Background: an optimization exercise with open tools, aiming at small area. Do not read the settings as production practice. In this exercise RTL edits were held to simulation tests only and were not proved equivalent to the original.

**flow/standard.sh**
```bash
#!/bin/bash
# synth_recipe.tcl (not shown) runs the flow's synth.tcl, then flattens the netlist and writes it again
# the make line also repeats each setting of config.mk as NAME=value (left out here)
make -C /OpenROAD-flow-scripts/flow DESIGN_CONFIG=/design/flow/config.mk WORK_HOME=/design/flow/orfs CLKGATE_MAP_FILE= SYNTH_SCRIPT=/design/flow/synth_recipe.tcl "${@:-finish}"
```
**flow/constraint.sdc**
```tcl
create_clock -name core_clock -period 70.0 [get_ports {clk}]
set_input_delay 14.0000 -clock core_clock [delete_from_list [all_inputs] [get_ports {clk}]]
set_output_delay 14.0000 -clock core_clock [all_outputs]
set_load 0.01 [all_outputs]
```
**flow/flow/resynth.sh**
```bash
#!/bin/bash
# resynth.sh in.v out.v [abc script]: re-map the logic between the adder cells,
# flip-flops and tie cells with ABC for area.
set -e
HERE=$(cd $(dirname $0) && pwd)
LIB=${LIB:-/OpenROAD-flow-scripts/flow/platforms/sky130hd/lib/sky130_fd_sc_hd__tt_025C_1v80.lib}
CFG=${CFG:-/OpenROAD-flow-scripts/flow/platforms/sky130hd/config.mk}
T=${TMPD:-$(mktemp -d)}
python3 $HERE/models.py $LIB $T/models.v 2>/dev/null
if [ "${HA_GLUE:-1}" = 1 ]; then cat >> $T/models.v <<'EOM'
module sky130_fd_sc_hd__ha_1(A, B, COUT, SUM);
  input A, B;
  output COUT, SUM;
  assign SUM = A ^ B;
  assign COUT = A & B;
endmodule
EOM
fi
DU=$(for c in $(grep -o "sky130_fd_sc_hd__\(probe\w*\|lpflow\w*\)" $CFG); do echo -n "-dont_use $c "; done)
SCRIPT=${3:-$HERE/area.abc}
cat > $T/rs.ys <<EOY
read_liberty -lib $LIB
read_verilog $1
hierarchy -top hsv_rgb_pwm
techmap -map $T/models.v
techmap
opt_expr
opt_clean
abc -liberty $LIB $DU -script $SCRIPT
opt_clean -purge
hilomap -singleton -hicell sky130_fd_sc_hd__conb_1 HI -locell sky130_fd_sc_hd__conb_1 LO
insbuf -buf sky130_fd_sc_hd__buf_4 A X
splitnets
opt_clean -purge
check -assert
tee -o $T/stat.txt stat -liberty $LIB
write_verilog -noattr -nohex -nodec $2
EOY
Y=$(command -v yosys || echo $FLOW_HOME/../tools/install/yosys/bin/yosys)
$Y -q -l $T/rs.log -s $T/rs.ys > /dev/null
grep -i "chip area" $T/stat.txt
```
**flow/flow/run.sh**
```bash
#!/bin/bash
# Own flow: the standard synthesis, then a cleanup of the adder logic
# (polar.py: full adders used inverted where that saves inverters; resynth.sh:
# the logic between adder cells and flip-flops re-mapped by ABC for area),
# then the standard layout with small port buffers.
# Each tool's output goes to a log file of its own in the work folder.
set -euo pipefail
W=$(pwd)
F=$W/flow
R=$W/orfs/results/${FLOW_PLATFORM:-sky130hd}/hsv_rgb_pwm/base
export LIB=$FLOW_HOME/platforms/sky130hd/lib/sky130_fd_sc_hd__tt_025C_1v80.lib
export CFG=$FLOW_HOME/platforms/sky130hd/config.mk
bash standard.sh synth > $W/log_synth.txt 2>&1
cp $R/1_2_yosys.v $W/netlist_standard.v
python3 $F/polar.py $W/netlist_standard.v $W/netlist_polar.v > $W/log_polar.txt 2>&1
mkdir -p $W/resynth
TMPD=$W/resynth bash $F/resynth.sh $W/netlist_polar.v $W/netlist_resynth.v $F/area.abc > $W/log_resynth.txt 2>&1
cp $W/resynth/rs.log $W/log_resynth_yosys.txt
cp $W/netlist_resynth.v $R/1_2_yosys.v
rm -f $R/1_synth.odb $R/1_synth.sdc
bash standard.sh finish "BUFFER_PORTS_ARGS=-buffer_cell sky130_fd_sc_hd__buf_1" \
  "CTS_ARGS=-sink_clustering_enable -repair_clock_nets -buf_list sky130_fd_sc_hd__clkbuf_8 -dont_use_dummy_load" \
  > $W/log_layout.txt 2>&1
```
**flow/flow/polar.py**
```python
#!/usr/bin/env python3
"""Inverter removal around full adders. A full adder is self-dual: inverting its
three inputs inverts both outputs. This chooses, for every fa cell, whether to
use it inverted so that the fewest inverters are needed between cells, then
rewrites the netlist (all inverters rebuilt, at most one per signal).
Usage: polar.py in.v out.v"""
import re, sys, random

src = open(sys.argv[1]).read()
m = re.search(r'^(.*?;\n)(\s*sky130_fd_sc_hd__.*)(endmodule.*)$', src, re.S)
head, body, tail = m.group(1), m.group(2), m.group(3)
# head must hold the port list and wire declarations only
cell_re = re.compile(r'\s*(sky130_fd_sc_hd__\w+)\s+(\S+)\s*\((.*?)\);', re.S)
cells = []
pos = 0
for cm in cell_re.finditer(body):
    assert body[pos:cm.start()].strip() == '', body[pos:cm.start()][:200]
    pos = cm.end()
    pins = [(p, n.strip()) for p, n in re.findall(r'\.(\w+)\(([^()]*)\)', cm.group(3))]
    cells.append([cm.group(1), cm.group(2), pins])
assert body[pos:].strip() == ''
OUTPINS = {'Y', 'X', 'SUM', 'COUT', 'Q', 'Q_N', 'HI', 'LO'}
def is_inv(t): return re.match(r'sky130_fd_sc_hd__(clk)?inv_\d+$', t) is not None
def is_glue(t):
    if re.match(r'sky130_fd_sc_hd__(fa|dfxtp|dfrtp|dfstp|dfxbp|conb)_', t): return False
    if re.match(r'sky130_fd_sc_hd__ha_', t): return HA_GLUE
    return True
HA_GLUE = __import__('os').environ.get('HA_GLUE', '1') == '1'
def is_fa(t): return re.match(r'sky130_fd_sc_hd__fa_\d+$', t) is not None

drv = {}
for i, (t, n, pins) in enumerate(cells):
    for p, net in pins:
        if p in OUTPINS: drv[net] = (i, p)
inv_of = {}  # inverter output net -> input net
for t, n, pins in cells:
    if is_inv(t):
        d = dict(pins); inv_of[d['Y']] = d['A']
def root(net):
    par = 0
    while net in inv_of:
        net = inv_of[net]; par ^= 1
    return net, par

# ports: nets named in the module header as inputs/outputs are roots / rigid loads
port_nets = set()
for mm in re.finditer(r'^\s*(input|output)\s+(\[(\d+):(\d+)\]\s*)?([\\\w.$\[\]]+)\s*;', head, re.M):
    name = mm.group(5)
    if mm.group(2):
        hi, lo = int(mm.group(3)), int(mm.group(4))
        for b in range(min(hi, lo), max(hi, lo) + 1): port_nets.add(f"{name}[{b}]")
    else:
        port_nets.add(name)
out_ports = set()
for mm in re.finditer(r'^\s*output\s+(\[(\d+):(\d+)\]\s*)?([\\\w.$\[\]]+)\s*;', head, re.M):
    name = mm.group(4)
    if mm.group(1):
        hi, lo = int(mm.group(2)), int(mm.group(3))
        for b in range(min(hi, lo), max(hi, lo) + 1): out_ports.add(f"{name}[{b}]")
    else: out_ports.add(name)

fa_idx = [i for i, c in enumerate(cells) if is_fa(c[0])]
fa_pos = {i: k for k, i in enumerate(fa_idx)}
# loads: root -> list of (cell index or None, pin, parity)
loads = {}
for i, (t, n, pins) in enumerate(cells):
    if is_inv(t): continue
    for p, net in pins:
        if p in OUTPINS: continue
        if net.startswith("1'b") or net == '': continue
        r, par = root(net)
        loads.setdefault(r, []).append((i, p, par))
for net in out_ports:
    r, par = root(net)
    if (r, par) != (net, 0):
        loads.setdefault(r, []).append((None, net, par))
# nets that are output ports driven through inverters keep their names

roots = set(loads)
for net, (i, p) in drv.items():
    if not is_inv(cells[i][0]): roots.add(net)

def fa_of_driver(r):
    d = drv.get(r)
    if d and is_fa(cells[d[0]][0]): return fa_pos[d[0]]
    return None

root_list = sorted(roots)
rinfo = []
for r in root_list:
    dfa = fa_of_driver(r)
    ls = []; soft = []
    for (i, p, par) in loads.get(r, []):
        f = fa_pos.get(i) if i is not None else None
        ls.append((f, par)); soft.append(i is not None and is_glue(cells[i][0]))
    d = drv.get(r)
    soft_drv = d is not None and is_glue(cells[d[0]][0])
    rinfo.append((dfa, ls, soft_drv, soft))
# roots touching each fa
touch = [set() for _ in fa_idx]
for k, (dfa, ls, _, _) in enumerate(rinfo):
    if dfa is not None: touch[dfa].add(k)
    for f, par in ls:
        if f is not None: touch[f].add(k)

GLUE_W = float(__import__('os').environ.get('GLUE_W', '0.1'))
def rcost(k, flip):
    dfa, ls, soft_drv, soft = rinfo[k]
    prov = flip[dfa] if dfa is not None else 0
    hard = False; softm = False
    for (f, par), sl in zip(ls, soft):
        if (par ^ (flip[f] if f is not None else 0)) != prov:
            if sl: softm = True
            else: hard = True
    if hard: return GLUE_W if soft_drv else 1.0
    return GLUE_W if softm else 0.0

def total(flip): return sum(rcost(k, flip) for k in range(len(rinfo)))

best = None
rng = random.Random(1)
for trial in range(30):
    flip = [0] * len(fa_idx) if trial == 0 else [rng.randint(0, 1) for _ in fa_idx]
    improved = True
    while improved:
        improved = False
        order = list(range(len(fa_idx))); rng.shuffle(order)
        for f in order:
            before = sum(rcost(k, flip) for k in touch[f])
            flip[f] ^= 1
            after = sum(rcost(k, flip) for k in touch[f])
            if after < before or (after == before and rng.random() < 0.3 and trial > 0):
                improved = improved or after < before
            else:
                flip[f] ^= 1
    c = total(flip)
    if best is None or c < best[0]: best = (c, flip[:])
orig_inv = sum(1 for c in cells if is_inv(c[0]))
cost0 = total([0]*len(fa_idx))
cost, flip = best
sys.stderr.write(f"polar: {len(fa_idx)} fa, inverters {orig_inv}, cost {cost0} -> {cost}, flipped {sum(flip)}\n")

# rebuild
newc = 0
def newnet():
    global newc
    newc += 1
    return f"_pol{newc}_"
# canonical nets: (r, 0) -> r ; (r, 1) -> an existing inverter output with parity 1 if any
canon = {}
for net in inv_of:
    r, par = root(net)
    if par == 1 and (r, 1) not in canon: canon[(r, 1)] = net
for net in out_ports:
    if net in inv_of:
        r, par = root(net)
        if par == 1: canon[(r, 1)] = net
def cname(r, q):
    if q == 0: return r
    if (r, 1) not in canon: canon[(r, 1)] = newnet()
    return canon[(r, 1)]
flipset = {fa_idx[f] for f in range(len(fa_idx)) if flip[f]}
out = []
used = {}
new_wires = set()
for i, (t, n, pins) in enumerate(cells):
    if is_inv(t): continue
    np_ = []
    fl = i in flipset
    for p, net in pins:
        if p in OUTPINS:
            if net == '' : np_.append((p, net)); continue
            q = 1 if fl else 0
            nn = cname(net, q)
            np_.append((p, nn)); used.setdefault(net, set()).add(q)
            new_wires.add(nn)
        elif net.startswith("1'b") or net == '':
            np_.append((p, net))
        else:
            r, par = root(net)
            q = par ^ (1 if fl else 0)
            np_.append((p, cname(r, q))); used.setdefault(r, set()).add(q)
            new_wires.add(cname(r, q))
    out.append((t, n, np_))
for net in out_ports:
    r, par = root(net)
    if (r, par) != (net, 0):
        assert cname(r, par) == net, net
        used.setdefault(r, set()).add(par)
ninv = 0
for r in root_list:
    d = drv.get(r)
    dfl = d is not None and d[0] in flipset
    prov = 1 if dfl else 0
    for q in used.get(r, set()):
        if q != prov:
            ninv += 1
            out.append(("sky130_fd_sc_hd__inv_1", f"_polinv{ninv}_", [("A", cname(r, prov)), ("Y", cname(r, q))]))
sys.stderr.write(f"polar: wrote {ninv} inverters\n")
declared = set(re.findall(r'^\s*wire\s+(?:\[\d+:\d+\]\s*)?(\S+)\s*;', head, re.M))
extra = [w for w in sorted(new_wires) if w.startswith('_pol') and w not in declared]
lines = [head.rstrip('\n')]
for w in extra: lines.append(f"  wire {w};")
for t, n, pins in out:
    lines.append(f"  {t} {n} (")
    lines.append(",\n".join(f"    .{p}({net}{' ' if net.startswith(chr(92)) else ''})" for p, net in pins))
    lines.append("  );")
lines.append(tail)
open(sys.argv[2], 'w').write("\n".join(lines))
```
**flow/flow/area.abc**
```
strash
ifraig
dc2
dch -f
amap
topo
```
**flow/flow/models.py**
```python
#!/usr/bin/env python3
"""Writes Verilog models (for techmap) of the single-output combinational cells of
a liberty file, except the ones named on the command line's keep list.
Usage: models.py lib out.v"""
import re, sys
lib = open(sys.argv[1]).read()
out = []
for cm in re.finditer(r'\n\s*cell\s*\(\s*"?([\w]+)"?\s*\)\s*\{', lib):
    name = cm.group(1)
    # find the cell's text: up to the next top-level cell
    start = cm.end()
    nxt = re.search(r'\n\s*cell\s*\(', lib[start:])
    text = lib[start: start + nxt.start()] if nxt else lib[start:]
    if re.search(r'\b(ff|latch|statetable)\s*\(', text): continue
    pins = re.findall(r'\n\s*pin\s*\(\s*"?(\w+)"?\s*\)\s*\{(.*?)\n\s{8}\}', text, re.S)
    ins, outs = [], []
    for pn, pt in pins:
        d = re.search(r'direction\s*:\s*"?(\w+)"?', pt)
        if not d: continue
        if d.group(1) == 'input': ins.append(pn)
        elif d.group(1) == 'output':
            f = re.search(r'function\s*:\s*"([^"]*)"', pt)
            outs.append((pn, f.group(1) if f else None))
    if len(outs) != 1 or outs[0][1] is None or not ins: continue
    fn = outs[0][1].replace('!', '~').replace('*', '&').replace('+', '|')
    on = outs[0][0]
    out.append(f"module {name}({', '.join(ins + [on])});\n  input {', '.join(ins)};\n  output {on};\n  assign {on} = {fn};\nendmodule\n")
open(sys.argv[2], 'w').write("\n".join(out))
sys.stderr.write(f"models: {len(out)} cells\n")
```
**flow/config.mk**
```make
export PLATFORM = sky130hd
export DESIGN_NAME = hsv_rgb_pwm
export DESIGN_NICKNAME = hsv_rgb_pwm
export VERILOG_FILES = /design/flow/design.v
export SDC_FILE = /design/flow/constraint.sdc
export NUM_CORES = 4
export LEC_CHECK = 0
export ABC_AREA = 1
export CAP_MARGIN = 20
export CORE_MARGIN = 2
export CORE_UTILIZATION = 50
export SLEW_MARGIN = 20
```
**flow/design.v**
```verilog
`timescale 1ns / 1ps
module hsv_to_rgb(
    input [8:0] Hue, Saturation, Value,
    input clk, reset,
    output reg [7:0] R, G, B,
    output restart
    );
    wire [6:0] S = Saturation[6:0];
    wire [6:0] V = Value[6:0];
    reg [2:0] Hi;
    reg [5:0] K;
    always @* begin
        if      (Hue < 9'd60)  begin Hi = 3'd0; K = 6'd0;  end
        else if (Hue < 9'd120) begin Hi = 3'd1; K = 6'd57; end
        else if (Hue < 9'd180) begin Hi = 3'd2; K = 6'd8;  end
        else if (Hue < 9'd240) begin Hi = 3'd3; K = 6'd49; end
        else if (Hue < 9'd300) begin Hi = 3'd4; K = 6'd16; end
        else if (Hue < 9'd360) begin Hi = 3'd5; K = 6'd41; end
        else                   begin Hi = 3'd0; K = 6'd24; end
    end
    wire odd = Hi[0];
    wire [5:0] fd = (Hue[5:0] ^ {6{odd}}) + K;
wire n0;
wire n1;
wire n2;
wire n3;
wire n4;
wire n5;
wire n6;
wire n7;
wire n8;
wire n9;
wire n10;
wire n11;
wire n12;
wire n13;
wire n14;
wire n15;
wire n16;
wire n17;
wire n18;
wire n19;
wire n20;
wire n21;
wire n22;
wire n23;
wire n24;
wire n25;
wire n26;
wire n27;
wire n28;
wire n29;
wire n30;
wire n31;
wire n32;
wire n33;
wire n34;
wire n35;
wire n36;
wire n37;
wire n38;
wire n39;
wire n40;
wire n41;
wire n42;
wire n43;
wire n44;
wire n45;
wire n46;
wire n47;
wire n48;
wire n49;
wire n50;
wire n51;
wire n52;
wire n53;
wire n54;
wire n55;
wire n56;
wire n57;
wire n58;
wire n59;
wire n60;
wire n61;
wire n62;
wire n63;
wire n64;
wire n65;
wire n66;
wire n67;
wire n68;
wire n69;
wire n70;
wire n71;
wire n72;
wire n73;
wire n74;
wire n75;
wire n76;
wire n77;
wire n78;
wire n79;
wire n80;
wire n81;
wire n82;
wire n83;
wire n84;
wire n85;
wire n86;
wire n87;
wire n88;
wire n89;
wire n90;
wire n91;
wire n92;
wire n93;
wire n94;
wire n95;
wire n96;
wire n97;
wire n98;
wire n99;
wire n100;
wire n101;
wire n102;
wire n103;
wire n104;
wire n105;
wire n106;
wire n107;
wire n108;
wire n109;
wire n110;
wire n111;
wire n112;
wire n113;
wire n114;
wire n115;
wire n116;
wire n117;
wire n118;
wire n119;
wire n120;
wire n121;
wire n122;
wire n123;
wire n124;
wire n125;
wire n126;
wire n127;
wire n128;
wire n129;
wire n130;
wire n131;
wire n132;
wire n133;
wire n134;
wire n135;
wire n136;
wire n137;
wire n138;
wire n139;
wire n140;
wire n141;
wire n142;
wire n143;
wire n144;
wire n145;
wire n146;
wire n147;
wire n148;
wire n149;
wire n150;
wire n151;
wire n152;
wire n153;
wire n154;
wire n155;
wire n156;
wire n157;
wire n158;
wire n159;
wire n160;
wire n161;
wire n162;
wire n163;
wire n164;
wire n165;
wire n166;
wire n167;
wire n168;
wire n169;
wire n170;
wire n171;
wire n172;
wire n173;
wire n174;
wire n175;
wire n176;
wire n177;
wire n178;
wire n179;
wire n180;
wire n181;
wire n182;
wire n183;
wire n184;
wire n185;
wire n186;
wire n187;
wire n188;
wire n189;
wire n190;
wire n191;
wire n192;
wire n193;
wire n194;
wire n195;
wire n196;
wire n197;
wire n198;
wire n199;
wire n200;
wire n201;
wire n202;
wire n203;
wire n204;
wire n205;
wire n206;
wire n207;
wire n208;
wire n209;
wire n210;
wire n211;
wire n212;
wire n213;
wire n214;
wire n215;
wire n216;
wire n217;
wire n218;
wire n219;
wire n220;
wire n221;
wire n222;
wire n223;
wire n224;
wire n225;
wire n226;
wire n227;
wire n228;
wire n229;
wire n230;
wire n231;
wire n232;
wire n233;
wire n234;
wire n235;
wire n236;
wire n237;
wire n238;
wire n239;
wire n240;
wire n241;
wire n242;
wire n243;
wire n244;
wire n245;
wire n246;
wire n247;
wire n248;
wire n249;
wire n250;
wire n251;
wire n252;
wire n253;
wire n254;
wire n255;
wire n256;
wire n257;
wire n258;
wire n259;
wire n260;
wire n261;
wire n262;
wire n263;
wire n264;
wire n265;
wire n266;
wire n267;
wire n268;
wire n269;
wire n270;
wire n271;
wire n272;
wire n273;
wire n274;
wire n275;
wire n276;
wire n277;
wire n278;
wire n279;
wire n280;
wire n281;
wire n282;
wire n283;
wire n284;
wire n285;
wire n286;
wire n287;
wire n288;
wire n289;
wire n290;
wire n291;
wire n292;
wire n293;
wire n294;
wire n295;
wire n296;
wire n297;
wire n298;
wire n299;
wire n300;
wire n301;
wire n302;
wire n303;
wire n304;
wire n305;
wire n306;
wire n307;
wire n308;
wire n309;
wire n310;
wire n311;
wire n312;
wire n313;
wire n314;
wire n315;
wire n316;
wire n317;
wire n318;
wire n319;
wire n320;
wire n321;
wire n322;
wire n323;
wire n324;
wire n325;
wire n326;
wire n327;
wire n328;
wire n329;
wire n330;
wire n331;
wire n332;
wire n333;
wire n334;
wire n335;
wire n336;
wire n337;
wire n338;
wire n339;
wire n340;
wire n341;
wire n342;
wire n343;
wire n344;
wire n345;
wire n346;
wire n347;
wire n348;
wire n349;
wire n350;
wire n351;
wire n352;
wire n353;
wire n354;
wire n355;
wire n356;
wire n357;
wire n358;
wire n359;
wire n360;
wire n361;
wire n362;
wire n363;
wire n364;
wire n365;
wire n366;
wire n367;
wire n368;
wire n369;
wire n370;
wire n371;
wire n372;
wire n373;
wire n374;
wire n375;
wire n376;
wire n377;
wire n378;
wire n379;
wire n380;
wire n381;
wire n382;
wire n383;
wire n384;
wire n385;
wire n386;
wire n387;
wire n388;
wire n389;
wire n390;
wire n391;
wire n392;
wire n393;
wire n394;
wire n395;
wire n396;
wire n397;
wire n398;
wire n399;
wire n400;
wire n401;
wire n402;
wire n403;
wire n404;
wire n405;
wire n406;
wire n407;
wire n408;
wire n409;
wire n410;
wire n411;
wire n412;
wire n413;
wire n414;
wire n415;
wire n416;
wire n417;
wire n418;
wire n419;
wire n420;
wire n421;
wire n422;
wire n423;
wire n424;
wire n425;
wire n426;
wire n427;
wire n428;
wire n429;
wire n430;
wire n431;
wire n432;
wire n433;
wire n434;
wire n435;
wire n436;
wire n437;
wire n438;
wire n439;
wire n440;
wire n441;
wire n442;
wire n443;
wire n444;
wire n445;
wire n446;
wire n447;
wire n448;
wire n449;
wire n450;
wire n451;
wire n452;
wire n453;
wire n454;
wire n455;
wire n456;
wire n457;
wire n458;
wire n459;
wire n460;
wire n461;
wire n462;
assign n0 = ~(S[0] & V[6]) ^ ~(S[1] & V[5]);
assign n1 = ~(~(S[0] & V[6]) | ~(S[1] & V[5]));
assign n2 = ~(S[1] & V[6]) ^ ~(S[2] & V[5]);
assign n3 = ~(~(S[1] & V[6]) | ~(S[2] & V[5]));
assign n4 = ~(S[0] & V[4]) ^ ~(S[1] & V[3]);
assign n5 = ~(~(S[0] & V[4]) | ~(S[1] & V[3]));
assign n6 = ~(S[0] & V[5]) ^ ~(S[1] & V[4]) ^ ~(S[2] & V[3]);
assign n7 = (~(S[0] & V[5]) & ~(S[1] & V[4])) | (~(S[0] & V[5]) & ~(S[2] & V[3])) | (~(S[1] & V[4]) & ~(S[2] & V[3]));
assign n8 = ~(S[3] & V[2]) ^ ~(S[4] & V[1]);
assign n9 = ~(~(S[3] & V[2]) | ~(S[4] & V[1]));
assign n10 = ~(n0);
assign n11 = n10 ^ ~(S[2] & V[4]) ^ ~(S[3] & V[3]);
assign n12 = (n10 & ~(S[2] & V[4])) | (n10 & ~(S[3] & V[3])) | (~(S[2] & V[4]) & ~(S[3] & V[3]));
assign n13 = ~(S[4] & V[2]) ^ ~(S[5] & V[1]) ^ ~(S[6] & V[0]);
assign n14 = (~(S[4] & V[2]) & ~(S[5] & V[1])) | (~(S[4] & V[2]) & ~(S[6] & V[0])) | (~(S[5] & V[1]) & ~(S[6] & V[0]));
assign n15 = ~(n2);
assign n16 = n15 ^ ~(S[3] & V[4]) ^ ~(S[4] & V[3]);
assign n17 = (n15 & ~(S[3] & V[4])) | (n15 & ~(S[4] & V[3])) | (~(S[3] & V[4]) & ~(S[4] & V[3]));
assign n18 = ~(n1);
assign n19 = ~(S[5] & V[2]) ^ ~(S[6] & V[1]) ^ n18;
assign n20 = (~(S[5] & V[2]) & ~(S[6] & V[1])) | (~(S[5] & V[2]) & n18) | (~(S[6] & V[1]) & n18);
assign n21 = ~(S[2] & V[6]) ^ ~(S[3] & V[5]) ^ ~(S[4] & V[4]);
assign n22 = (~(S[2] & V[6]) & ~(S[3] & V[5])) | (~(S[2] & V[6]) & ~(S[4] & V[4])) | (~(S[3] & V[5]) & ~(S[4] & V[4]));
assign n23 = ~(n3);
assign n24 = ~(S[5] & V[3]) ^ ~(S[6] & V[2]) ^ n23;
assign n25 = (~(S[5] & V[3]) & ~(S[6] & V[2])) | (~(S[5] & V[3]) & n23) | (~(S[6] & V[2]) & n23);
assign n26 = ~(S[3] & V[6]) ^ ~(S[4] & V[5]) ^ ~(S[5] & V[4]);
assign n27 = (~(S[3] & V[6]) & ~(S[4] & V[5])) | (~(S[3] & V[6]) & ~(S[5] & V[4])) | (~(S[4] & V[5]) & ~(S[5] & V[4]));
assign n28 = ~(S[0] & V[3]) ^ ~(S[1] & V[2]);
assign n29 = ~(~(S[0] & V[3]) | ~(S[1] & V[2]));
assign n30 = ~(n4);
assign n31 = n30 ^ ~(S[2] & V[2]) ^ ~(S[3] & V[1]);
assign n32 = (n30 & ~(S[2] & V[2])) | (n30 & ~(S[3] & V[1])) | (~(S[2] & V[2]) & ~(S[3] & V[1]));
assign n33 = ~(n8);
assign n34 = n6 ^ n33 ^ ~(S[5] & V[0]);
assign n35 = (n6 & n33) | (n6 & ~(S[5] & V[0])) | (n33 & ~(S[5] & V[0]));
assign n36 = n11 ^ n13 ^ n7;
assign n37 = (n11 & n13) | (n11 & n7) | (n13 & n7);
assign n38 = n16 ^ n19 ^ n12;
assign n39 = (n16 & n19) | (n16 & n12) | (n19 & n12);
assign n40 = n21 ^ n24 ^ n17;
assign n41 = (n21 & n24) | (n21 & n17) | (n24 & n17);
assign n42 = n26 ^ ~(S[6] & V[3]) ^ n22;
assign n43 = (n26 & ~(S[6] & V[3])) | (n26 & n22) | (~(S[6] & V[3]) & n22);
assign n44 = ~(S[4] & V[6]) ^ ~(S[5] & V[5]) ^ ~(S[6] & V[4]);
assign n45 = (~(S[4] & V[6]) & ~(S[5] & V[5])) | (~(S[4] & V[6]) & ~(S[6] & V[4])) | (~(S[5] & V[5]) & ~(S[6] & V[4]));
assign n46 = ~(S[0] & V[2]) ^ ~(S[1] & V[1]);
assign n47 = ~(~(S[0] & V[2]) | ~(S[1] & V[1]));
assign n48 = ~(n28);
assign n49 = n48 ^ ~(S[2] & V[1]) ^ ~(S[3] & V[0]);
assign n50 = (n48 & ~(S[2] & V[1])) | (n48 & ~(S[3] & V[0])) | (~(S[2] & V[1]) & ~(S[3] & V[0]));
assign n51 = ~(n29);
assign n52 = n31 ^ ~(S[4] & V[0]) ^ n51;
assign n53 = (n31 & ~(S[4] & V[0])) | (n31 & n51) | (~(S[4] & V[0]) & n51);
assign n54 = ~(n5);
assign n55 = n34 ^ n54 ^ n32;
assign n56 = (n34 & n54) | (n34 & n32) | (n54 & n32);
assign n57 = ~(n9);
assign n58 = n36 ^ n57 ^ n35;
assign n59 = (n36 & n57) | (n36 & n35) | (n57 & n35);
assign n60 = n38 ^ n14 ^ n37;
assign n61 = (n38 & n14) | (n38 & n37) | (n14 & n37);
assign n62 = n40 ^ n20 ^ n39;
assign n63 = (n40 & n20) | (n40 & n39) | (n20 & n39);
assign n64 = n42 ^ n25 ^ n41;
assign n65 = (n42 & n25) | (n42 & n41) | (n25 & n41);
assign n66 = n44 ^ n27 ^ n43;
assign n67 = (n44 & n27) | (n44 & n43) | (n27 & n43);
assign n68 = ~(S[5] & V[6]) ^ ~(S[6] & V[5]) ^ n45;
assign n69 = (~(S[5] & V[6]) & ~(S[6] & V[5])) | (~(S[5] & V[6]) & n45) | (~(S[6] & V[5]) & n45);
assign n70 = ~(S[0] & V[1]) ^ ~(S[1] & V[0]);
assign n71 = ~(~(S[0] & V[1]) | ~(S[1] & V[0]));
assign n72 = ~(~(S[2] & V[0]));
assign n73 = n46 ^ n72 ^ n71;
assign n74 = (n46 & n72) | (n46 & n71) | (n72 & n71);
assign n75 = ~(n49);
assign n76 = n75 ^ n47 ^ n74;
assign n77 = (n75 & n47) | (n75 & n74) | (n47 & n74);
assign n78 = ~(n77);
assign n79 = n52 ^ n50 ^ n78;
assign n80 = (n52 & n50) | (n52 & n78) | (n50 & n78);
assign n81 = n55 ^ n53 ^ n80;
assign n82 = (n55 & n53) | (n55 & n80) | (n53 & n80);
assign n83 = n58 ^ n56 ^ n82;
assign n84 = (n58 & n56) | (n58 & n82) | (n56 & n82);
assign n85 = n60 ^ n59 ^ n84;
assign n86 = (n60 & n59) | (n60 & n84) | (n59 & n84);
assign n87 = n62 ^ n61 ^ n86;
assign n88 = (n62 & n61) | (n62 & n86) | (n61 & n86);
assign n89 = n64 ^ n63 ^ n88;
assign n90 = (n64 & n63) | (n64 & n88) | (n63 & n88);
assign n91 = n66 ^ n65 ^ n90;
assign n92 = (n66 & n65) | (n66 & n90) | (n65 & n90);
assign n93 = n68 ^ n67 ^ n92;
assign n94 = (n68 & n67) | (n68 & n92) | (n67 & n92);
assign n95 = ~(S[6] & V[6]) ^ n69 ^ n94;
assign n96 = (~(S[6] & V[6]) & n69) | (~(S[6] & V[6]) & n94) | (n69 & n94);
assign n97 = ~(~(S[0] & V[0]));
assign n98 = n70;
assign n99 = n73;
assign n100 = n76;
assign n101 = ~(n79);
assign n102 = ~(n81);
assign n103 = ~(n83);
assign n104 = ~(n85);
assign n105 = ~(n87);
assign n106 = ~(n89);
assign n107 = ~(n91);
assign n108 = ~(n93);
assign n109 = ~(n95);
assign n110 = ~(n96);
assign n111 = n97 ^ n100;
assign n112 = n97 & n100;
assign n113 = n98 ^ n101;
assign n114 = n98 & n101;
assign n115 = n97 ^ n99 ^ n102;
assign n116 = (n97 & n99) | (n97 & n102) | (n99 & n102);
assign n117 = n107 ^ n109;
assign n118 = ~(n107 | n109);
assign n119 = n98 ^ n100 ^ n103;
assign n120 = (n98 & n100) | (n98 & n103) | (n100 & n103);
assign n121 = ~(1'b1);
assign n122 = n108 ^ n110 ^ n121;
assign n123 = (n108 & n110) | (n108 & n121) | (n110 & n121);
assign n124 = n99 ^ n101 ^ n104;
assign n125 = (n99 & n101) | (n99 & n104) | (n101 & n104);
assign n126 = n100 ^ n102 ^ n105;
assign n127 = (n100 & n102) | (n100 & n105) | (n102 & n105);
assign n128 = n111 ^ n105;
assign n129 = n111 & ~n105;
assign n130 = ~(n113);
assign n131 = n130 ^ n106 ^ n108;
assign n132 = (n130 & n106) | (n130 & n108) | (n106 & n108);
assign n133 = n115 ^ n117 ^ 1'b1;
assign n134 = (n115 & n117) | (n115 & 1'b1) | (n117 & 1'b1);
assign n135 = ~(n122);
assign n136 = n119 ^ n135 ^ n116;
assign n137 = (n119 & n135) | (n119 & n116) | (n135 & n116);
assign n138 = ~(n109);
assign n139 = n124 ^ n138 ^ n120;
assign n140 = (n124 & n138) | (n124 & n120) | (n138 & n120);
assign n141 = ~(n110);
assign n142 = n126 ^ n141 ^ 1'b1;
assign n143 = (n126 & n141) | (n126 & 1'b1) | (n141 & 1'b1);
assign n144 = n101 ^ n103 ^ n106;
assign n145 = (n101 & n103) | (n101 & n106) | (n103 & n106);
assign n146 = n102 ^ n104 ^ n107;
assign n147 = (n102 & n104) | (n102 & n107) | (n104 & n107);
assign n148 = n103 ^ n105 ^ n108;
assign n149 = (n103 & n105) | (n103 & n108) | (n105 & n108);
assign n150 = n104 ^ n106;
assign n151 = n104 & n106;
assign n152 = n105 ^ n107;
assign n153 = n105 & n107;
assign n154 = n128 ^ n107;
assign n155 = ~(n128 | n107);
assign n156 = ~(n131);
assign n157 = n156 ^ n112 ^ n129;
assign n158 = (n156 & n112) | (n156 & n129) | (n112 & n129);
assign n159 = ~(n132);
assign n160 = n133 ^ n114 ^ n159;
assign n161 = (n133 & n114) | (n133 & n159) | (n114 & n159);
assign n162 = n136 ^ n118 ^ n134;
assign n163 = (n136 & n118) | (n136 & n134) | (n118 & n134);
assign n164 = ~(n123);
assign n165 = n139 ^ n164 ^ n137;
assign n166 = (n139 & n164) | (n139 & n137) | (n164 & n137);
assign n167 = n142 ^ n125 ^ n140;
assign n168 = (n142 & n125) | (n142 & n140) | (n125 & n140);
assign n169 = n144 ^ n127 ^ n143;
assign n170 = (n144 & n127) | (n144 & n143) | (n127 & n143);
assign n171 = n146 ^ 1'b1 ^ n145;
assign n172 = (n146 & 1'b1) | (n146 & n145) | (1'b1 & n145);
assign n173 = n148 ^ 1'b1 ^ n147;
assign n174 = (n148 & 1'b1) | (n148 & n147) | (1'b1 & n147);
assign n175 = n150 ^ n109 ^ n149;
assign n176 = (n150 & n109) | (n150 & n149) | (n109 & n149);
assign n177 = n152 ^ n110 ^ n151;
assign n178 = (n152 & n110) | (n152 & n151) | (n110 & n151);
assign n179 = n106 ^ n108 ^ n153;
assign n180 = (n106 & n108) | (n106 & n153) | (n108 & n153);
assign n181 = n107 ^ n109;
assign n182 = n107 & n109;
assign n183 = n108 ^ n110;
assign n184 = n108 & n110;
assign n185 = n154 ^ 1'b1;
assign n186 = n154 & 1'b1;
assign n187 = n157 ^ n155 ^ n186;
assign n188 = (n157 & n155) | (n157 & n186) | (n155 & n186);
assign n189 = n160 ^ n158 ^ n188;
assign n190 = (n160 & n158) | (n160 & n188) | (n158 & n188);
assign n191 = n162 ^ n161 ^ n190;
assign n192 = (n162 & n161) | (n162 & n190) | (n161 & n190);
assign n193 = n165 ^ n163 ^ n192;
assign n194 = (n165 & n163) | (n165 & n192) | (n163 & n192);
assign n195 = n167 ^ n166 ^ n194;
assign n196 = (n167 & n166) | (n167 & n194) | (n166 & n194);
assign n197 = n169 ^ n168 ^ n196;
assign n198 = (n169 & n168) | (n169 & n196) | (n168 & n196);
assign n199 = n171 ^ n170 ^ n198;
assign n200 = (n171 & n170) | (n171 & n198) | (n170 & n198);
assign n201 = n173 ^ n172 ^ n200;
assign n202 = (n173 & n172) | (n173 & n200) | (n172 & n200);
assign n203 = n175 ^ n174 ^ n202;
assign n204 = (n175 & n174) | (n175 & n202) | (n174 & n202);
assign n205 = n177 ^ n176 ^ n204;
assign n206 = (n177 & n176) | (n177 & n204) | (n176 & n204);
assign n207 = n179 ^ n178 ^ n206;
assign n208 = (n179 & n178) | (n179 & n206) | (n178 & n206);
assign n209 = n181 ^ n180 ^ n208;
assign n210 = (n181 & n180) | (n181 & n208) | (n180 & n208);
assign n211 = n183 ^ n182 ^ n210;
assign n212 = (n183 & n182) | (n183 & n210) | (n182 & n210);
assign n213 = n109 ^ n184 ^ n212;
assign n214 = (n109 & n184) | (n109 & n212) | (n184 & n212);
assign n215 = n110 ^ n214;
assign n216 = n110 & n214;
assign n217 = n203;
assign n218 = n205;
assign n219 = n207;
assign n220 = n209;
assign n221 = n211;
assign n222 = n213;
assign n223 = n215;
assign n224 = V[0] ^ n217;
assign n225 = V[0] & ~n217;
assign n226 = V[1] ^ n218;
assign n227 = V[1] & ~n218;
assign n228 = V[2] ^ n219;
assign n229 = V[2] & ~n219;
assign n230 = V[3] ^ n220;
assign n231 = V[3] & ~n220;
assign n232 = V[4] ^ n221;
assign n233 = V[4] & ~n221;
assign n234 = V[5] ^ n222;
assign n235 = V[5] & ~n222;
assign n236 = V[6] ^ n223;
assign n237 = V[6] & ~n223;
assign n238 = n224 ^ 1'b1;
assign n239 = 1'b1 & ~n224;
assign n240 = ~(n226);
assign n241 = n240 ^ n225 ^ n239;
assign n242 = (n240 & n225) | (n240 & n239) | (n225 & n239);
assign n243 = ~(n228);
assign n244 = n243 ^ n227 ^ n242;
assign n245 = (n243 & n227) | (n243 & n242) | (n227 & n242);
assign n246 = ~(n230);
assign n247 = n246 ^ n229 ^ n245;
assign n248 = (n246 & n229) | (n246 & n245) | (n229 & n245);
assign n249 = ~(n232);
assign n250 = n249 ^ n231 ^ n248;
assign n251 = (n249 & n231) | (n249 & n248) | (n231 & n248);
assign n252 = ~(n234);
assign n253 = n252 ^ n233 ^ n251;
assign n254 = (n252 & n233) | (n252 & n251) | (n233 & n251);
assign n255 = ~(n236);
assign n256 = n255 ^ n235 ^ n254;
assign n257 = (n255 & n235) | (n255 & n254) | (n235 & n254);
assign n258 = ~(n238);
assign n259 = n241;
assign n260 = n244;
assign n261 = n247;
assign n262 = n250;
assign n263 = n253;
assign n264 = n256;
assign n265 = ~(n217 & fd[4]) ^ ~(n218 & fd[3]);
assign n266 = ~(~(n217 & fd[4]) | ~(n218 & fd[3]));
assign n267 = ~(n217 & fd[5]) ^ ~(n218 & fd[4]) ^ ~(n219 & fd[3]);
assign n268 = (~(n217 & fd[5]) & ~(n218 & fd[4])) | (~(n217 & fd[5]) & ~(n219 & fd[3])) | (~(n218 & fd[4]) & ~(n219 & fd[3]));
assign n269 = ~(n220 & fd[2]) ^ ~(n221 & fd[1]);
assign n270 = ~(~(n220 & fd[2]) | ~(n221 & fd[1]));
assign n271 = ~(n218 & fd[5]) ^ ~(n219 & fd[4]) ^ ~(n220 & fd[3]);
assign n272 = (~(n218 & fd[5]) & ~(n219 & fd[4])) | (~(n218 & fd[5]) & ~(n220 & fd[3])) | (~(n219 & fd[4]) & ~(n220 & fd[3]));
assign n273 = ~(n221 & fd[2]) ^ ~(n222 & fd[1]) ^ ~(n223 & fd[0]);
assign n274 = (~(n221 & fd[2]) & ~(n222 & fd[1])) | (~(n221 & fd[2]) & ~(n223 & fd[0])) | (~(n222 & fd[1]) & ~(n223 & fd[0]));
assign n275 = ~(n219 & fd[5]) ^ ~(n220 & fd[4]) ^ ~(n221 & fd[3]);
assign n276 = (~(n219 & fd[5]) & ~(n220 & fd[4])) | (~(n219 & fd[5]) & ~(n221 & fd[3])) | (~(n220 & fd[4]) & ~(n221 & fd[3]));
assign n277 = ~(n222 & fd[2]) ^ ~(n223 & fd[1]);
assign n278 = ~(~(n222 & fd[2]) | ~(n223 & fd[1]));
assign n279 = ~(n220 & fd[5]) ^ ~(n221 & fd[4]) ^ ~(n222 & fd[3]);
assign n280 = (~(n220 & fd[5]) & ~(n221 & fd[4])) | (~(n220 & fd[5]) & ~(n222 & fd[3])) | (~(n221 & fd[4]) & ~(n222 & fd[3]));
assign n281 = ~(n217 & fd[3]) ^ ~(n218 & fd[2]);
assign n282 = ~(~(n217 & fd[3]) | ~(n218 & fd[2]));
assign n283 = ~(n265);
assign n284 = n283 ^ ~(n219 & fd[2]) ^ ~(n220 & fd[1]);
assign n285 = (n283 & ~(n219 & fd[2])) | (n283 & ~(n220 & fd[1])) | (~(n219 & fd[2]) & ~(n220 & fd[1]));
assign n286 = ~(n269);
assign n287 = n267 ^ n286 ^ ~(n222 & fd[0]);
assign n288 = (n267 & n286) | (n267 & ~(n222 & fd[0])) | (n286 & ~(n222 & fd[0]));
assign n289 = n271 ^ n273 ^ n268;
assign n290 = (n271 & n273) | (n271 & n268) | (n273 & n268);
assign n291 = ~(n277);
assign n292 = n275 ^ n291 ^ n272;
assign n293 = (n275 & n291) | (n275 & n272) | (n291 & n272);
assign n294 = n279 ^ ~(n223 & fd[2]) ^ n276;
assign n295 = (n279 & ~(n223 & fd[2])) | (n279 & n276) | (~(n223 & fd[2]) & n276);
assign n296 = ~(n221 & fd[5]) ^ ~(n222 & fd[4]) ^ ~(n223 & fd[3]);
assign n297 = (~(n221 & fd[5]) & ~(n222 & fd[4])) | (~(n221 & fd[5]) & ~(n223 & fd[3])) | (~(n222 & fd[4]) & ~(n223 & fd[3]));
assign n298 = ~(n217 & fd[2]) ^ ~(n218 & fd[1]);
assign n299 = ~(~(n217 & fd[2]) | ~(n218 & fd[1]));
assign n300 = ~(n281);
assign n301 = n300 ^ ~(n219 & fd[1]) ^ ~(n220 & fd[0]);
assign n302 = (n300 & ~(n219 & fd[1])) | (n300 & ~(n220 & fd[0])) | (~(n219 & fd[1]) & ~(n220 & fd[0]));
assign n303 = ~(n282);
assign n304 = n284 ^ ~(n221 & fd[0]) ^ n303;
assign n305 = (n284 & ~(n221 & fd[0])) | (n284 & n303) | (~(n221 & fd[0]) & n303);
assign n306 = ~(n266);
assign n307 = n287 ^ n306 ^ n285;
assign n308 = (n287 & n306) | (n287 & n285) | (n306 & n285);
assign n309 = ~(n270);
assign n310 = n289 ^ n309 ^ n288;
assign n311 = (n289 & n309) | (n289 & n288) | (n309 & n288);
assign n312 = n292 ^ n274 ^ n290;
assign n313 = (n292 & n274) | (n292 & n290) | (n274 & n290);
assign n314 = ~(n278);
assign n315 = n294 ^ n314 ^ n293;
assign n316 = (n294 & n314) | (n294 & n293) | (n314 & n293);
assign n317 = n296 ^ n280 ^ n295;
assign n318 = (n296 & n280) | (n296 & n295) | (n280 & n295);
assign n319 = ~(n222 & fd[5]) ^ ~(n223 & fd[4]) ^ n297;
assign n320 = (~(n222 & fd[5]) & ~(n223 & fd[4])) | (~(n222 & fd[5]) & n297) | (~(n223 & fd[4]) & n297);
assign n321 = ~(n217 & fd[1]) ^ ~(n218 & fd[0]);
assign n322 = ~(~(n217 & fd[1]) | ~(n218 & fd[0]));
assign n323 = ~(~(n219 & fd[0]));
assign n324 = n298 ^ n323 ^ n322;
assign n325 = (n298 & n323) | (n298 & n322) | (n323 & n322);
assign n326 = ~(n301);
assign n327 = n326 ^ n299 ^ n325;
assign n328 = (n326 & n299) | (n326 & n325) | (n299 & n325);
assign n329 = ~(n328);
assign n330 = n304 ^ n302 ^ n329;
assign n331 = (n304 & n302) | (n304 & n329) | (n302 & n329);
assign n332 = n307 ^ n305 ^ n331;
assign n333 = (n307 & n305) | (n307 & n331) | (n305 & n331);
assign n334 = n310 ^ n308 ^ n333;
assign n335 = (n310 & n308) | (n310 & n333) | (n308 & n333);
assign n336 = n312 ^ n311 ^ n335;
assign n337 = (n312 & n311) | (n312 & n335) | (n311 & n335);
assign n338 = n315 ^ n313 ^ n337;
assign n339 = (n315 & n313) | (n315 & n337) | (n313 & n337);
assign n340 = n317 ^ n316 ^ n339;
assign n341 = (n317 & n316) | (n317 & n339) | (n316 & n339);
assign n342 = n319 ^ n318 ^ n341;
assign n343 = (n319 & n318) | (n319 & n341) | (n318 & n341);
assign n344 = ~(n223 & fd[5]) ^ n320 ^ n343;
assign n345 = (~(n223 & fd[5]) & n320) | (~(n223 & fd[5]) & n343) | (n320 & n343);
assign n346 = ~(~(n217 & fd[0]));
assign n347 = n321;
assign n348 = n324;
assign n349 = n327;
assign n350 = ~(n330);
assign n351 = ~(n332);
assign n352 = ~(n334);
assign n353 = ~(n336);
assign n354 = ~(n338);
assign n355 = ~(n340);
assign n356 = ~(n342);
assign n357 = ~(n344);
assign n358 = ~(n345);
assign n359 = n346 ^ n350;
assign n360 = n346 & n350;
assign n361 = n347 ^ n351;
assign n362 = n347 & n351;
assign n363 = n348 ^ n352;
assign n364 = n348 & n352;
assign n365 = n349 ^ n353;
assign n366 = n349 & n353;
assign n367 = n350 ^ n354;
assign n368 = n350 & n354;
assign n369 = n349 ^ n353;
assign n370 = n349 & n353;
assign n371 = n359 ^ n354 ^ n358;
assign n372 = (n359 & n354) | (n359 & n358) | (n354 & n358);
assign n373 = n361 ^ n355 ^ odd;
assign n374 = (n361 & n355) | (n361 & odd) | (n355 & odd);
assign n375 = n363 ^ n356 ^ odd;
assign n376 = (n363 & n356) | (n363 & odd) | (n356 & odd);
assign n377 = n365 ^ n357 ^ odd;
assign n378 = (n365 & n357) | (n365 & odd) | (n357 & odd);
assign n379 = n367 ^ n358 ^ odd;
assign n380 = (n367 & n358) | (n367 & odd) | (n358 & odd);
assign n381 = n351 ^ n355 ^ odd;
assign n382 = (n351 & n355) | (n351 & odd) | (n355 & odd);
assign n383 = n348 ^ n352;
assign n384 = n348 & n352;
assign n385 = n369 ^ n357 ^ odd;
assign n386 = (n369 & n357) | (n369 & odd) | (n357 & odd);
assign n387 = n371 ^ 1'b1 ^ n370;
assign n388 = (n371 & 1'b1) | (n371 & n370) | (1'b1 & n370);
assign n389 = n373 ^ n360 ^ n372;
assign n390 = (n373 & n360) | (n373 & n372) | (n360 & n372);
assign n391 = n375 ^ n362 ^ n374;
assign n392 = (n375 & n362) | (n375 & n374) | (n362 & n374);
assign n393 = n377 ^ n364 ^ n376;
assign n394 = (n377 & n364) | (n377 & n376) | (n364 & n376);
assign n395 = n379 ^ n366 ^ n378;
assign n396 = (n379 & n366) | (n379 & n378) | (n366 & n378);
assign n397 = n381 ^ n368 ^ n380;
assign n398 = (n381 & n368) | (n381 & n380) | (n368 & n380);
assign n399 = n352 ^ n356 ^ n382;
assign n400 = (n352 & n356) | (n352 & n382) | (n356 & n382);
assign n401 = n353 ^ n357;
assign n402 = n353 & n357;
assign n403 = n354 ^ n358;
assign n404 = n354 & n358;
assign n405 = n383 ^ n356;
assign n406 = n383 & n356;
assign n407 = n385 ^ n384 ^ n406;
assign n408 = (n385 & n384) | (n385 & n406) | (n384 & n406);
assign n409 = n387 ^ n386 ^ n408;
assign n410 = (n387 & n386) | (n387 & n408) | (n386 & n408);
assign n411 = n389 ^ n388 ^ n410;
assign n412 = (n389 & n388) | (n389 & n410) | (n388 & n410);
assign n413 = n391 ^ n390 ^ n412;
assign n414 = (n391 & n390) | (n391 & n412) | (n390 & n412);
assign n415 = n393 ^ n392 ^ n414;
assign n416 = (n393 & n392) | (n393 & n414) | (n392 & n414);
assign n417 = n395 ^ n394 ^ n416;
assign n418 = (n395 & n394) | (n395 & n416) | (n394 & n416);
assign n419 = n397 ^ n396 ^ n418;
assign n420 = (n397 & n396) | (n397 & n418) | (n396 & n418);
assign n421 = n399 ^ n398 ^ n420;
assign n422 = (n399 & n398) | (n399 & n420) | (n398 & n420);
assign n423 = n401 ^ n400 ^ n422;
assign n424 = (n401 & n400) | (n401 & n422) | (n400 & n422);
assign n425 = n403 ^ n402 ^ n424;
assign n426 = (n403 & n402) | (n403 & n424) | (n402 & n424);
assign n427 = n355 ^ n404 ^ n426;
assign n428 = (n355 & n404) | (n355 & n426) | (n404 & n426);
assign n429 = n356 ^ n428;
assign n430 = n356 & n428;
assign n431 = n357 ^ n430;
assign n432 = n357 & n430;
assign n433 = n358 ^ n432;
assign n434 = n358 & n432;
assign n435 = n421;
assign n436 = n423;
assign n437 = n425;
assign n438 = n427;
assign n439 = n429;
assign n440 = n431;
assign n441 = n433;
assign n442 = n258 ^ n435;
assign n443 = n258 & n435;
assign n444 = n259 ^ n436 ^ n443;
assign n445 = (n259 & n436) | (n259 & n443) | (n436 & n443);
assign n446 = n260 ^ n437 ^ n445;
assign n447 = (n260 & n437) | (n260 & n445) | (n437 & n445);
assign n448 = n261 ^ n438 ^ n447;
assign n449 = (n261 & n438) | (n261 & n447) | (n438 & n447);
assign n450 = n262 ^ n439 ^ n449;
assign n451 = (n262 & n439) | (n262 & n449) | (n439 & n449);
assign n452 = n263 ^ n440 ^ n451;
assign n453 = (n263 & n440) | (n263 & n451) | (n440 & n451);
assign n454 = n264 ^ n441 ^ n453;
assign n455 = (n264 & n441) | (n264 & n453) | (n441 & n453);
assign n456 = n442;
assign n457 = n444;
assign n458 = n446;
assign n459 = n448;
assign n460 = n450;
assign n461 = n452;
assign n462 = n454;
    wire [6:0] dd = {n223, n222, n221, n220, n219, n218, n217};
    wire [6:0] mm = {n264, n263, n262, n261, n260, n259, n258};
    wire [6:0] md = {n462, n461, n460, n459, n458, n457, n456};
    reg [2:0] sr, sg, sb;    
    always @* begin
        case (Hi)
            3'd0: begin sr = 3'b001; sg = 3'b100; sb = 3'b010; end
            3'd1: begin sr = 3'b100; sg = 3'b001; sb = 3'b010; end
            3'd2: begin sr = 3'b010; sg = 3'b001; sb = 3'b100; end
            3'd3: begin sr = 3'b010; sg = 3'b100; sb = 3'b001; end
            3'd4: begin sr = 3'b100; sg = 3'b010; sb = 3'b001; end
            default: begin sr = 3'b001; sg = 3'b010; sb = 3'b100; end
        endcase
    end
    function [6:0] pick(input [2:0] s, input [6:0] v0, input [6:0] v1, input [6:0] v2);
        pick = ({7{s[0]}} & v0) | ({7{s[1]}} & v1) | ({7{s[2]}} & v2);
    endfunction
    wire [6:0] xr = pick(sr, V, mm, md);
    wire [6:0] xg = pick(sg, V, mm, md);
    wire [6:0] xb = pick(sb, V, mm, md);
    function [7:0] level(input [6:0] x, input [7:0] cur);
        level = ({x, 1'b0} + x[6:1]) | {8{x == 7'd0 && (cur[7:4] != 4'd0 || cur[3:2] == 2'b11)}};
    endfunction
    wire [7:0] nR = level(xr, R);
    wire [7:0] nG = level(xg, G);
    wire [7:0] nB = level(xb, B);
    assign restart = reset || nR != R || nG != G || nB != B;
    always @(posedge clk) begin
        if (reset) begin
            R <= 8'd0; G <= 8'd0; B <= 8'd0;
        end else begin
            R <= nR; G <= nG; B <= nB;
        end
    end
endmodule
`timescale 1ns / 1ps
module PWM(
    input [7:0] R, G, B,
    input clk, reset, restart,
    output reg [2:0] rgb_led_tri_o
    );
    reg [8:0] c;
    always @(posedge clk) begin
        if (restart) c <= 9'd0;
        else         c <= c + 9'd1;
        if (reset) rgb_led_tri_o <= 3'b000;
        else rgb_led_tri_o <= {c < B, c < G, c < R};
    end
endmodule
`timescale 1ns / 1ps
module hsv_rgb_pwm(
    input clk,
    input reset,
    input [8:0] Hue,
    input [8:0] Saturation,
    input [8:0] Value,
    output [7:0] R,
    output [7:0] G,
    output [7:0] B,
    output [2:0] rgb_led_tri_o
    );
    wire restart;
    hsv_to_rgb hsv_to_rgb_0 (
        .Hue(Hue), .Saturation(Saturation), .Value(Value),
        .clk(clk), .reset(reset),
        .R(R), .G(G), .B(B), .restart(restart));
    PWM PWM_0 (
        .R(R), .G(G), .B(B),
        .clk(clk), .reset(reset), .restart(restart),
        .rgb_led_tri_o(rgb_led_tri_o));
endmodule
```
==> results.json, run 1 <==
{
  "status": "timing/DRC/antenna clean",
  "crit_slowest_cell": "fa_1",
  "syn_area_per_cell_um2": 7.832,
  "hold_violations": 0,
  "cp_top_family": "adder cells",
  "grt_pass1_wl_mm": 27.58,
  "vias": 5783,
  "clockBufferDepth": 2,
  "clock.fmax_ghz": 0.02581,
  "cts.sinks": 36,
  "finalSetupViolCount": 0,
  "routabilityCongestion": 0.9060,
  "rsz0062_at_grt": "false",
  "fin_setup_tns_ns": 0,
  "drv_cap": 0,
  "cp.buffers_inverters": 4,
  "dieArea_um2": 13220,
  "drt_first_pass_iters": 7,
  "h-tree-depth": 2,
  "syn_nets": 933,
  "grt_max_degree": 29,
  "slew_headroom": 0.3482,
  "coreArea_um2": 12010,
  "critPathArrivalTime_ns": 38.94,
  "hold_buffers": 0,
  "grt_pass1_vias": 5702,
  "crit_top_cell": "fa_1",
  "cp-start-kind": "input port",
  "cp_max_fo": 9,
  "ant_nets": 0,
  "syn_inst": 786,
  "skew_ns": 0.01925,
  "period_share": 0.5534,
  "start_util": 0.5125,
  "syn_area_um2": 6156,
  "drc_errors": 0,
  "synth_warnings": 2,
  "report.final.slew_viol_count": 0,
  "grt_overflow": 0,
  "post_drt_via_cell_ratio": 5.830,
  "critPathRequiredTime_ns": 70.20,
  "cts_resized": 0,
  "dieWidth_um": 115.0,
  "post_cts_buffers": 0,
  "antennaDiodeCount": 0,
  "avgRoutedWirePerCell_um": 16.81,
  "io_pins": 56,
  "drt_wl_total_mm": 16.68,
  "slowest_delay_ns": 0.57,
  "clk-insertion-delay-late_ns": 0.30,
  "die_y_um": 115.0,
  "hp-class": "flip-flop to flip-flop",
  "path_class": "input port to flip-flop",
  "antenna_found_initial": 0,
  "rows": 40,
  "worst_pin_slew_ns": 0.9675,
  "cts_buffers": 5,
  "dp_hpwl_mm": 14.26,
  "drive_gt1_frac": 0.01065,
  "cts_tree": "done",
  "path_clk_slew_ns": 0.07,
  "grt_usage": 0.2632,
  "port_buffers": 51,
  "drt_iter0_markers": 416,
  "area_growth_pct": 7.683,
  "cts-root-buf": "clkbuf_8",
  "period_minus_slack_ns": 38.74,
  "cp-end-kind": "flip-flop",
  "fin_nets": 994
}
-- worst register-to-register path: stages (launching register included) --
cell,delay (ns)
dfxtp_1,0.35
clkinv_1,0.09
nand2_1,0.05
a2111oi_0,0.47
nor3_1,0.11
nand3_1,0.15
clkinv_1,0.17
nor2_1,0.21
nor2_1,0.06
a21oi_1,0.11
o221ai_1,0.12
a211oi_1,0.34
o2111ai_1,0.17
a2111oi_0,0.33
o211ai_1,0.15
or4_1,0.50
a2111oi_0,0.38
nand3_1,0.41
a211oi_1,0.31
-- worst paths after layout --
path | to | startpoint | slack [ns] | depth (start not counted)
worst max-delay path | PWM_0.c[7]$_SDFF_PP0_ | Value[1] | 31.26 | 70
worst min register to register | PWM_0.c[0]$_SDFF_PP0_ | PWM_0.c[0]$_SDFF_PP0_ | 0.43 | 1
worst max register to register | PWM_0.c[7]$_SDFF_PP0_ | hsv_to_rgb_0.B[4]$_SDFF_PP0_ | 65.42 | 18
worst min-delay path | PWM_0.c[0]$_SDFF_PP0_ | PWM_0.c[0]$_SDFF_PP0_ | 0.43 | 1
-- final cells by class --
class,count,area [um2]
clock buffers,5,68.82
well taps,147,183.9
repair buffers,54,214.0
fillers,1230,5383
multi-input cells,642,5036
inverters,108,405.4
flip-flops and latches,36,720.7
-- sequential cells by signal, summed over array words and instances (netlist names) --
signal and count:
hsv_to_rgb_0.B 8, PWM_0.c 9, hsv_to_rgb_0.R 8, PWM_0.rgb_led_tri_o 3, hsv_to_rgb_0.G 8
-- cell usage in the layout (no fill, tap or decap), drive strengths merged, types with 6 or more instances in the layout --
cell	instances
a31oi	7
fa	118
a21oi	52
nor3	7
nor2	220
o21ai	45
o21a	9
a222oi	17
a211oi	16
o221ai	6
nand2	54
and2	6
buf	54
dfxtp	36
nor2b	9
clkinv	108
o22a	6
o22ai	13
a22oi	16
-- routing by layer --
| metal | routed length (um) | share of wire | track usage | up-vias |
|---|---|---|---|---|
| met5 | 0 | 0 | 0 | - |
| met4 | 178 | 0.011 | 0.05622 | 0 |
| met3 | 653 | 0.039 | 0.01845 | 13 |
| met2 | 8674 | 0.52 | 0.4867 | 157 |
| met1 | 7171 | 0.43 | 0.3392 | 2805 |
| li1 | - | - | - | 2808 |
-- stage by stage --
| step | area [um2] | cells | hold slack [ns] | setup WS [ns] | util |
|---|---|---|---|---|---|
| after floorplan | 6156 | 786 | 0.4006 | 33.29 | - |
| after global placement | 6554 | 987 | 0.4114 | 30.81 | 0.5456 |
| after detailed placement | 6554 | 987 | 0.4277 | 30.54 | 0.5456 |
| after CTS | 6623 | 992 | 0.4438 | 30.81 | 0.5514 |
| after global routing | 6629 | 992 | 0.4692 | 29.90 | 0.5519 |
| final | 6629 | 992 | 0.4346 | 31.26 | 0.5519 |
==> run 2: changes to the inputs <==
--- a/flow/design.v
+++ b/flow/design.v
@@ -966,18 +966,25 @@
     wire [6:0] xr = pick(sr, V, mm, md);
     wire [6:0] xg = pick(sg, V, mm, md);
     wire [6:0] xb = pick(sb, V, mm, md);
-    function [7:0] level(input [6:0] x, input [7:0] cur);
-        level = ({x, 1'b0} + x[6:1]) | {8{x == 7'd0 && (cur[7:4] != 4'd0 || cur[3:2] == 2'b11)}};
+    reg [6:0] yr, yg, yb;
+    function [7:0] k(input [6:0] y);
+        k = {y, 1'b0} + y[6:1];
     endfunction
-    wire [7:0] nR = level(xr, R);
-    wire [7:0] nG = level(xg, G);
-    wire [7:0] nB = level(xb, B);
-    assign restart = reset || nR != R || nG != G || nB != B;
+    always @* begin
+        R = k(yr); G = k(yg); B = k(yb);
+    end
+    function [6:0] code(input [6:0] x, input [6:0] cur);
+        code = (x == 7'd0 && cur >= 7'd5) ? 7'd102 : x;
+    endfunction
+    wire [6:0] nr = code(xr, yr);
+    wire [6:0] ng = code(xg, yg);
+    wire [6:0] nb = code(xb, yb);
+    assign restart = reset || nr != yr || ng != yg || nb != yb;
     always @(posedge clk) begin
         if (reset) begin
-            R <= 8'd0; G <= 8'd0; B <= 8'd0;
+            yr <= 7'd0; yg <= 7'd0; yb <= 7'd0;
         end else begin
-            R <= nR; G <= nG; B <= nB;
+            yr <= nr; yg <= ng; yb <= nb;
         end
     end
 endmodule
==> flow/flow/run.sh (replaced) <==
#!/bin/bash
# Own flow: the standard synthesis, then a cleanup of the adder logic
# (polar.py: full adders used inverted where that saves inverters; resynth.sh:
# the logic between adder cells and flip-flops re-mapped by ABC for area;
# best.sh tries a few settings of both and keeps the smallest netlist),
# then the standard layout with small port buffers and a plain clock tree.
# Each tool's output goes to a log file of its own in the work folder.
set -euo pipefail
W=$(pwd)
F=$W/flow
R=$W/orfs/results/${FLOW_PLATFORM:-sky130hd}/hsv_rgb_pwm/base
export LIB=$FLOW_HOME/platforms/sky130hd/lib/sky130_fd_sc_hd__tt_025C_1v80.lib
export CFG=$FLOW_HOME/platforms/sky130hd/config.mk
bash standard.sh synth > $W/log_synth.txt 2>&1
cp $R/1_2_yosys.v $W/netlist_standard.v
NJ=${NUM_CORES:-4} bash $F/best.sh $W/netlist_standard.v $W/netlist_resynth.v $W/resynth > $W/log_resynth.txt 2>&1
cp $W/netlist_resynth.v $R/1_2_yosys.v
rm -f $R/1_synth.odb $R/1_synth.sdc
bash standard.sh finish "BUFFER_PORTS_ARGS=-buffer_cell sky130_fd_sc_hd__buf_1" \
  "CTS_ARGS=-sink_clustering_enable -repair_clock_nets -buf_list sky130_fd_sc_hd__clkbuf_8 -dont_use_dummy_load" \
  > $W/log_layout.txt 2>&1
==> flow/flow/area2.abc (new file) <==
strash
ifraig
dc2
dch -f
amap
strash
dch -f
amap
topo
==> flow/flow/best.sh (new file) <==
#!/bin/bash
# best.sh in.v out.v workdir: try several inverter choices (polar.py) and ABC
# scripts (resynth.sh) in parallel and keep the smallest netlist.
HERE=$(cd $(dirname $0) && pwd)
IN=$1; OUT=$2; WD=$3
mkdir -p $WD
i=0
for gw in 0.05 0.1 0.25 0.5; do
  for sc in ${SCRIPTS:-area area2 deep}; do
    i=$((i+1)); D=$WD/t$i; mkdir -p $D
    (
      GLUE_W=$gw python3 $HERE/polar.py $IN $D/pol.v > $D/polar.log 2>&1 &&
      TMPD=$D bash $HERE/resynth.sh $D/pol.v $D/rs.v $HERE/$sc.abc > $D/area.txt 2>&1
      echo "GLUE_W=$gw script=$sc" >> $D/area.txt
    ) &
    if (( i % ${NJ:-4} == 0 )); then wait; fi
  done
done
wait
best=""; bestA=1e18
for D in $WD/t*; do
  a=$(grep -o "Chip area for module.*: [0-9.]*" $D/area.txt 2>/dev/null | awk '{print $NF}')
  [ -n "$a" ] || continue
  echo "$D $a $(tail -1 $D/area.txt)"
  if awk "BEGIN{exit !($a < $bestA)}"; then bestA=$a; best=$D; fi
done
echo "best: $best $bestA"
cp $best/rs.v $OUT
==> flow/flow/deep.abc (new file) <==
strash
ifraig
&get -n
&deepsyn -T 60
&put
dch -f
amap
topo
--- a/flow/flow/polar.py
+++ b/flow/flow/polar.py
@@ -142,10 +142,12 @@
 
 # rebuild
 newc = 0
+TAG = "pol"
+while f"_{TAG}" in src: TAG += "x"
 def newnet():
     global newc
     newc += 1
-    return f"_pol{newc}_"
+    return f"_{TAG}{newc}_"
 # canonical nets: (r, 0) -> r ; (r, 1) -> an existing inverter output with parity 1 if any
 canon = {}
 for net in inv_of:
@@ -195,10 +197,10 @@
     for q in used.get(r, set()):
         if q != prov:
             ninv += 1
-            out.append(("sky130_fd_sc_hd__inv_1", f"_polinv{ninv}_", [("A", cname(r, prov)), ("Y", cname(r, q))]))
+            out.append(("sky130_fd_sc_hd__inv_1", f"_{TAG}inv{ninv}_", [("A", cname(r, prov)), ("Y", cname(r, q))]))
 sys.stderr.write(f"polar: wrote {ninv} inverters\n")
 declared = set(re.findall(r'^\s*wire\s+(?:\[\d+:\d+\]\s*)?(\S+)\s*;', head, re.M))
-extra = [w for w in sorted(new_wires) if w.startswith('_pol') and w not in declared]
+extra = [w for w in sorted(new_wires) if w.startswith('_' + TAG) and w not in declared]
 lines = [head.rstrip('\n')]
 for w in extra: lines.append(f"  wire {w};")
 for t, n, pins in out:
==> results.json, run 2 <==
{
  "post_drt_via_cell_ratio": 5.926,
  "drt_first_pass_iters": 10,
  "fin_nets": 973,
  "period_share": 0.5303,
  "drt_iter0_markers": 412,
  "crit_top_cell": "fa_1",
  "dp_hpwl_mm": 13.62,
  "fillers": 1175,
  "r2r_end": "PWM_0.c[2]$_SDFF_PP0_",
  "skew_ns": 0.009638,
  "path_clk_slew_ns": 0.07,
  "io_pins": 56,
  "final_cell_area_um2": 6486,
  "area_growth_pct": 7.351,
  "cp_top_family": "adder cells",
  "cts_tree": "done",
  "placed_cells": 966,
  "hold_violations": 0,
  "path_class": "input port to flip-flop",
  "final_cells": 971,
  "drc_errors": 0,
  "finalSetupViolCount": 0,
  "clockBufferDepth": 2,
  "cp_max_fo": 9,
  "critPathArrivalTime_ns": 37.33,
  "place_ws_ns": 32.28,
  "start_util": 0.5072,
  "syn_area_um2": 6042,
  "rsz0062_at_grt": "false",
  "port_buffers": 51,
  "die_y_um": 113.9,
  "routabilityCongestion": 0.9005,
  "hold_start": "PWM_0.c[0]$_SDFF_PP0_",
  "drt_wl_total_mm": 16.09,
  "cts.sinks": 33,
  "period_minus_slack_ns": 37.12,
  "worst_pin_slew_ns": 1.068,
  "holdPathEnd": "PWM_0.c[0]$_SDFF_PP0_",
  "clk-insertion-delay-late_ns": 0.30,
  "final_cell_mix": "nor2_1, fa_1, clkinv_1",
  "grt_usage": 0.2676,
  "avgRoutedWirePerCell_um": 16.57,
  "post_cts_buffers": 0,
  "syn_area_per_cell_um2": 7.867,
  "reg2reg_depth": 13,
  "fin_setup_tns_ns": 0,
  "crit_slowest_cell": "fa_1",
  "status": "timing/DRC/antenna clean",
  "syn_inst": 768,
  "vias": 5754,
  "cp.buffers_inverters": 8,
  "coreArea_um2": 11910,
  "dieWidth_um": 113.9,
  "critPathRequiredTime_ns": 70.21,
  "cp-end-kind": "flip-flop",
  "top_register": "PWM_0.c",
  "r2r_setup_slack_ns": 66.19,
  "ant_nets": 0,
  "post_dp_cell_area_um2": 6417,
  "clock.fmax_ghz": 0.02694,
  "layout.cells.most_common": "nor2_1",
  "rows": 40,
  "largest_reg_flops": 9,
  "slowest_delay_ns": 0.71,
  "hp-class": "flip-flop to flip-flop",
  "dieArea_um2": 12980,
  "syn_nets": 915,
  "min_delay_path_depth": 1,
  "cp_num_cells": 77,
  "hold_buffers": 0
}
-- run 2: cell types whose count changed in the layout (fill, tap and decap cells not counted), moves of 4 or more --
| cell | change |
|---|---|
| a2111oi_0 | -4 |
| a211oi_1 | -4 |
| a221oi_1 | +7 |
| a222oi_1 | +6 |
| a22oi_1 | -10 |
| nand2_1 | +20 |
| nor2_1 | -22 |
-- run 2: how the worst max path moves through the flow --
stage | from | to | slack (ns)
floorplan | Saturation[0] | PWM_0.c[2]$_SDFF_PP0_ | 35.32
global placement | Value[6] | PWM_0.c[6]$_SDFF_PP0_ | 32.60
detailed placement | Value[6] | PWM_0.c[4]$_SDFF_PP0_ | 32.28
CTS | Value[6] | PWM_0.c[4]$_SDFF_PP0_ | 32.51
global route | Value[6] | PWM_0.c[2]$_SDFF_PP0_ | 31.29
finish | Value[6] | PWM_0.c[2]$_SDFF_PP0_ | 32.88
-- run 2: worst reg2reg max path, cell delays in order, from the launching register on --
cell and delay, ns:
dfxtp_1 0.48, clkinv_1 0.19, a21oi_1 0.16, o2111ai_1 0.14
nor4_1 0.27, nor2b_1 0.25, nor2_1 0.11, a221o_1 0.32
a2111oi_0 0.53, nand4b_1 0.18, or4_1 0.49, nor2_1 0.12
nand2_1 0.24, a211oi_1 0.25
-- run 2: layout make-up --
| class | count | area, um2 | area share |
|---|---|---|---|
| clock buffer | 5 | 68.82 | 0.01061 |
| inverter | 105 | 394.1 | 0.06076 |
| multi-input combinational | 627 | 4965 | 0.7654 |
| sequential | 33 | 660.6 | 0.1019 |
| tap | 147 | 183.9 | 0.02836 |
| timing repair buffer | 54 | 214.0 | 0.03299 |
-- run 2: per-layer routing --
layer / GRT usage / vias to the layer above / share of wire
met4: 0.08537 / 0 / 0.025
met2: 0.4806 / 180 / 0.52
met3: 0.01753 / 29 / 0.042
met1: 0.3463 / 2774 / 0.42
li1: - / 2771 / -
met5: 0 / - / 0
-- run 2: through the flow --
| step | hold WS, ns | utilization |
|---|---|---|
| CTS | 0.5005 | 0.5445 |
| finish | 0.5009 | 0.5445 |
| detailed placement | 0.4869 | 0.5388 |
| floorplan | 0.4469 | - |
| global route | 0.5442 | 0.5445 |
| global placement | 0.4768 | 0.5388 |

what the ideal ports hide:
The flow's constraints put no driver on any port. The routed layouts listed below were extracted and timed again, unchanged, in two steps.
Step 1: set_driving_cell puts a clkbuf_16 on clk and a buf_2 on each other input, an assumption about the parent block.
Step 2, shift: input delay + t, output delay - t, t = (earliest + latest rising clock arrival at the registers) / 2. This alone moves slack from input paths to output paths.
Slacks: ideal / step 1 / step 2; pairs: ideal / step 1.
run	shift t [ns]	setup slack, ns	worst register clock-pin slew, ns
run 1	0.323	31.262 / 31.268 / 30.945	0.08 / 0.08
run 2	0.321	32.879 / 32.883 / 32.562	0.07 / 0.07
After both steps every run listed still meets setup and hold.
